This design comes from an exercise in tuning for small area, a short achievable clock period and few clock cycles on the open sky130 flow, not from production work.
The RTL was checked by simulation tests, not by an equivalence proof against the original design.
No activity file was given, so power comes from the tool's default toggle rates.

old:
## gpu_block
module gpu_block (
    input  wire         clk,
    input  wire         rst,
    input  wire         read_frame,
    input  wire         pixel_done,
    input  wire [2:0]   control_in,
    input  wire [7:0]   num_vertices_in,
    input  wire [23:0]  color_in,
    input  wire [767:0] vertices_in,
    output wire         computation_done,
    output wire         pixel_ready,
    output wire [23:0]  data_in,
    output wire [19:0]  address_in
);
==> flow/config.mk <==
export PLATFORM = sky130hd
export DESIGN_NAME = gpu_block
export DESIGN_NICKNAME = gpu_block
export VERILOG_FILES = /design/flow/design.v
export SDC_FILE = /design/flow/constraint.sdc
export NUM_CORES = 4
export LEC_CHECK = 0
export ABC_CLOCK_PERIOD_IN_PS = 3500
export CAP_MARGIN = 20
export CORE_MARGIN = 2
export CORE_UTILIZATION = 40
export PLACE_DENSITY = 0.6
export SLEW_MARGIN = 20
==> flow/constraint.sdc <==
create_clock -name core_clock -period 9.5 [get_ports {clk}]
set_input_delay 1.9000 -clock core_clock [delete_from_list [all_inputs] [get_ports {clk}]]
set_output_delay 1.9000 -clock core_clock [all_outputs]
set_load 0.01 [all_outputs]
standard.sh (not shown) runs the stock make flow with config.mk's settings and CLKGATE_MAP_FILE= SYNTH_SCRIPT=/design/flow/synth_recipe.tcl, a recipe that flattens the netlist after the stock synthesis.
==> flow/flow/run.sh <==
#!/bin/bash
set -euo pipefail
export BUFFER_PORTS_ARGS="-buffer_cell sky130_fd_sc_hd__buf_1"
export SETUP_SLACK_MARGIN=6.3
bash standard.sh > standard.log 2>&1
Every stage of the flow completed for old, and the final layout passed the timing, DRC and antenna checks.
Testbench counts of old, summed over its fixed seeds: cycles 148,045.
diff inputs: old => new
- setting CTS_BUF_LIST to sky130_fd_sc_hd__clkbuf_8 for the first time
Notes after the runs:
Re final clock skew: new and old aren't equal, and the lower value belongs to old. [compare] base=old new=new: power spent charging and discharging nets barely changed, total of fill cells in the finished design now larger, met3 track utilization from global routing grew by 0.33 points, overall fraction of global-route tracks in use closely matched the old numbers, data arrival time of the worst path higher. Going from old to new, worst-case hold slack saw a decrease, final routed wirelength across all metal layers up 800 µm, final critical-path share of the clock period moved up. Lower met1 usage in global routing goes to new over old.

========
gpu_block, a different RTL version from the one above (not shown whole).
Size: about 2,300 cells after synthesis, about 850 I/O pins, about 33,000 um2 of cells after synthesis.
clock: 9.5 ns
lec_check: 0
cap_margin: 20
core_margin: 2
core_utilization: 40
place_density: 0.6
slew_margin: 20
==> flow/flow/run.sh <==
#!/bin/bash
# Standard layout, but with the smallest plain buffer as every port's buffer
# instead of the delay-buffer cell buffer_ports picks by default.
set -euo pipefail
export BUFFER_PORTS_ARGS="-buffer_cell sky130_fd_sc_hd__buf_1"
bash standard.sh > standard.log 2>&1
Testbench counts at the start, summed over its fixed seeds: cycles 149,243.
Edit:
==> flow/run.sh (new file) <==
#!/bin/bash
# synth_recipe.tcl (not shown) runs the flow's synth.tcl, then flattens the netlist and writes it again
# the make line also repeats each setting of config.mk as NAME=value (left out here)
make -C /OpenROAD-flow-scripts/flow DESIGN_CONFIG=/design/flow/config.mk WORK_HOME=/design/flow/orfs CLKGATE_MAP_FILE= SYNTH_SCRIPT=/design/flow/synth_recipe.tcl finish
removed: flow/flow/run.sh
removed: flow/standard.sh
=> The new run completed with no timing, DRC or antenna violations; setup slack got worse by 0.13 ns; power climbs slightly; global-route usage climbs by 0.88 points; utilization climbs by 4.2 points; fmax drops by a few percent; flip-flop and latch count stays the same; clock power is about the same; combinational power climbs by a few percent; non-clock buffer count drops by 3; worst hold slack improved by 0.016 ns; die area is unchanged.

========
Another version of the RTL of gpu_block (not shown whole).
For scale: ~2800 cells after synthesis, ~700 flip-flops, ~850 I/O pins, ~30000 µm² of cells after synthesis.
==> flow/config.mk <==
export PLATFORM = sky130hd
export DESIGN_NAME = gpu_block
export DESIGN_NICKNAME = gpu_block
export VERILOG_FILES = /design/flow/design.v
export SDC_FILE = /design/flow/constraint.sdc
export NUM_CORES = 4
export LEC_CHECK = 0
export ABC_CLOCK_PERIOD_IN_PS = 3500
export CAP_MARGIN = 20
export CORE_MARGIN = 2
export CORE_UTILIZATION = 55
export CTS_CLUSTER_DIAMETER = 120
export CTS_CLUSTER_SIZE = 25
export PLACE_DENSITY = 0.7
export SLEW_MARGIN = 20
==> flow/constraint.sdc <==
create_clock -name core_clock -period 9.5 [get_ports {clk}]
set_input_delay 1.9000 -clock core_clock [delete_from_list [all_inputs] [get_ports {clk}]]
set_output_delay 1.9000 -clock core_clock [all_outputs]
set_load 0.01 [all_outputs]
==> flow/flow/run.sh <==
#!/bin/bash
set -euo pipefail
export BUFFER_PORTS_ARGS="-buffer_cell sky130_fd_sc_hd__buf_1"
export SETUP_SLACK_MARGIN=6.45
bash standard.sh > standard.log 2>&1
The first run finished clean.
Testbench counts at the start, summed over its fixed seeds: cycles 142,640.
==> next run, changes <==
--- a/flow/flow/run.sh
+++ b/flow/flow/run.sh
@@ -4 +4 @@
-export SETUP_SLACK_MARGIN=6.45
+export SETUP_SLACK_MARGIN=6.3
--- a/flow/config.mk
+++ b/flow/config.mk
@@ -11 +11 @@
-export CORE_UTILIZATION = 55
+export CORE_UTILIZATION = 40
@@ -14 +14 @@
-export PLACE_DENSITY = 0.7
+export PLACE_DENSITY = 0.6
Count of clock-buffer cells in the layout fell by 3. Routed wire length rose by 4.9%. Core utilization fell by 18 points. Sequential share of layout area rose by 0.16 points. Setup slack loses 40 ps. Total power fell by 2.2%.
==> next run, changes <==
--- a/flow/flow/run.sh
+++ b/flow/flow/run.sh
@@ -4 +4 @@
-export SETUP_SLACK_MARGIN=6.3
+export SETUP_SLACK_MARGIN=6.45
Result: The new run finished clean; power increases by 2.3%; routed wire length hardly moves; via count increases by 0.58%; count of clock-buffer cells in the layout falls by 1; cell area rises by 2.5%; hold slack is better by 6.3 ps; die area does not change; global-route usage is lower by 0.20 points.
==> next run, changes <==
--- a/flow/config.mk
+++ b/flow/config.mk
@@ -12,2 +12,2 @@
-export CTS_CLUSTER_DIAMETER = 120
-export CTS_CLUSTER_SIZE = 25
+export CTS_CLUSTER_DIAMETER = 100
+export CTS_CLUSTER_SIZE = 20
Power climbs by 0.96%; fmax drops by about 1.6%; clock skew drops by 5.0 ps; core utilization stays flat; sequential share of layout area barely changes; non-clock buffer count drops by 15; setup slack degrades by 53 ps.
==> next run, changes <==
--- a/flow/config.mk
+++ b/flow/config.mk
@@ -8 +8 @@
-export ABC_CLOCK_PERIOD_IN_PS = 3500
+export ABC_CLOCK_PERIOD_IN_PS = 3000
@@ -12,2 +12,2 @@
-export CTS_CLUSTER_DIAMETER = 100
-export CTS_CLUSTER_SIZE = 20
+export CTS_CLUSTER_DIAMETER = 120
+export CTS_CLUSTER_SIZE = 25
Power shrinks slightly.
Clock skew rises by 5.0 ps.
Routed wire length climbs slightly.
Critical path depth stays the same.
Worst hold slack got worse by 6.6 ps.
Die area is unchanged.
Count of clock-buffer cells in the layout falls by 6.
Combinational power rose by a few percent.

-- separate check: timing with driven ports --
How much do the figures lean on ideal ports? The routed layouts below were timed once more, with nothing changed but the port constraints.
Step 1 sets driving cells, clkbuf_16 on the clock port and buf_2 on the other inputs (assumed; they add their load-dependent delay and slew).
Step 2 times the ports against the registers' clock, not the clock port: input delays grow and output delays shrink by t, the midpoint of the rising clock arrivals with the driver on.
Three values: ideal, step 1, step 2; two values: the first two.
run	t, ns	slack for setup (ns)	hold WS [ns]	latest minus earliest clock arrival (ns)	slew at the worst register clock pin (ns)
old	0.698	6.211 / 6.146 / 5.749	0.440 / 0.440 / 0.440	0.073 / 0.073	0.06 / 0.06
new	0.812	6.138 / 6.073 / 5.657	0.426 / 0.426 / 0.426	0.090 / 0.089	0.07 / 0.07
the first run of note 2	0.707	5.379 / 5.379 / 5.274	0.564 / 0.564 / 0.564	0.052 / 0.052	0.07 / 0.07
the second run of note 2	0.714	5.253 / 5.179 / 5.022	0.580 / 0.580 / 0.580	0.056 / 0.055	0.07 / 0.07
the first run of note 3	0.649	6.297 / 6.297 / 5.946	0.377 / 0.377 / 0.377	0.044 / 0.045	0.11 / 0.11
the second run of note 3	0.659	6.257 / 6.257 / 5.829	0.387 / 0.387 / 0.387	0.041 / 0.041	0.12 / 0.12
the third run of note 3	0.655	6.353 / 6.339 / 5.956	0.393 / 0.393 / 0.393	0.043 / 0.042	0.11 / 0.11
the fourth run of note 3	0.689	6.300 / 6.300 / 5.941	0.400 / 0.400 / 0.400	0.036 / 0.036	0.09 / 0.09
the fifth run of note 3	0.655	6.353 / 6.339 / 5.956	0.393 / 0.393 / 0.393	0.043 / 0.042	0.11 / 0.11
After both steps every run listed still meets setup and hold. For new, which loses most, drivers alone change the setup slack by -0.065 ns; drivers and shift together by -0.481 ns.
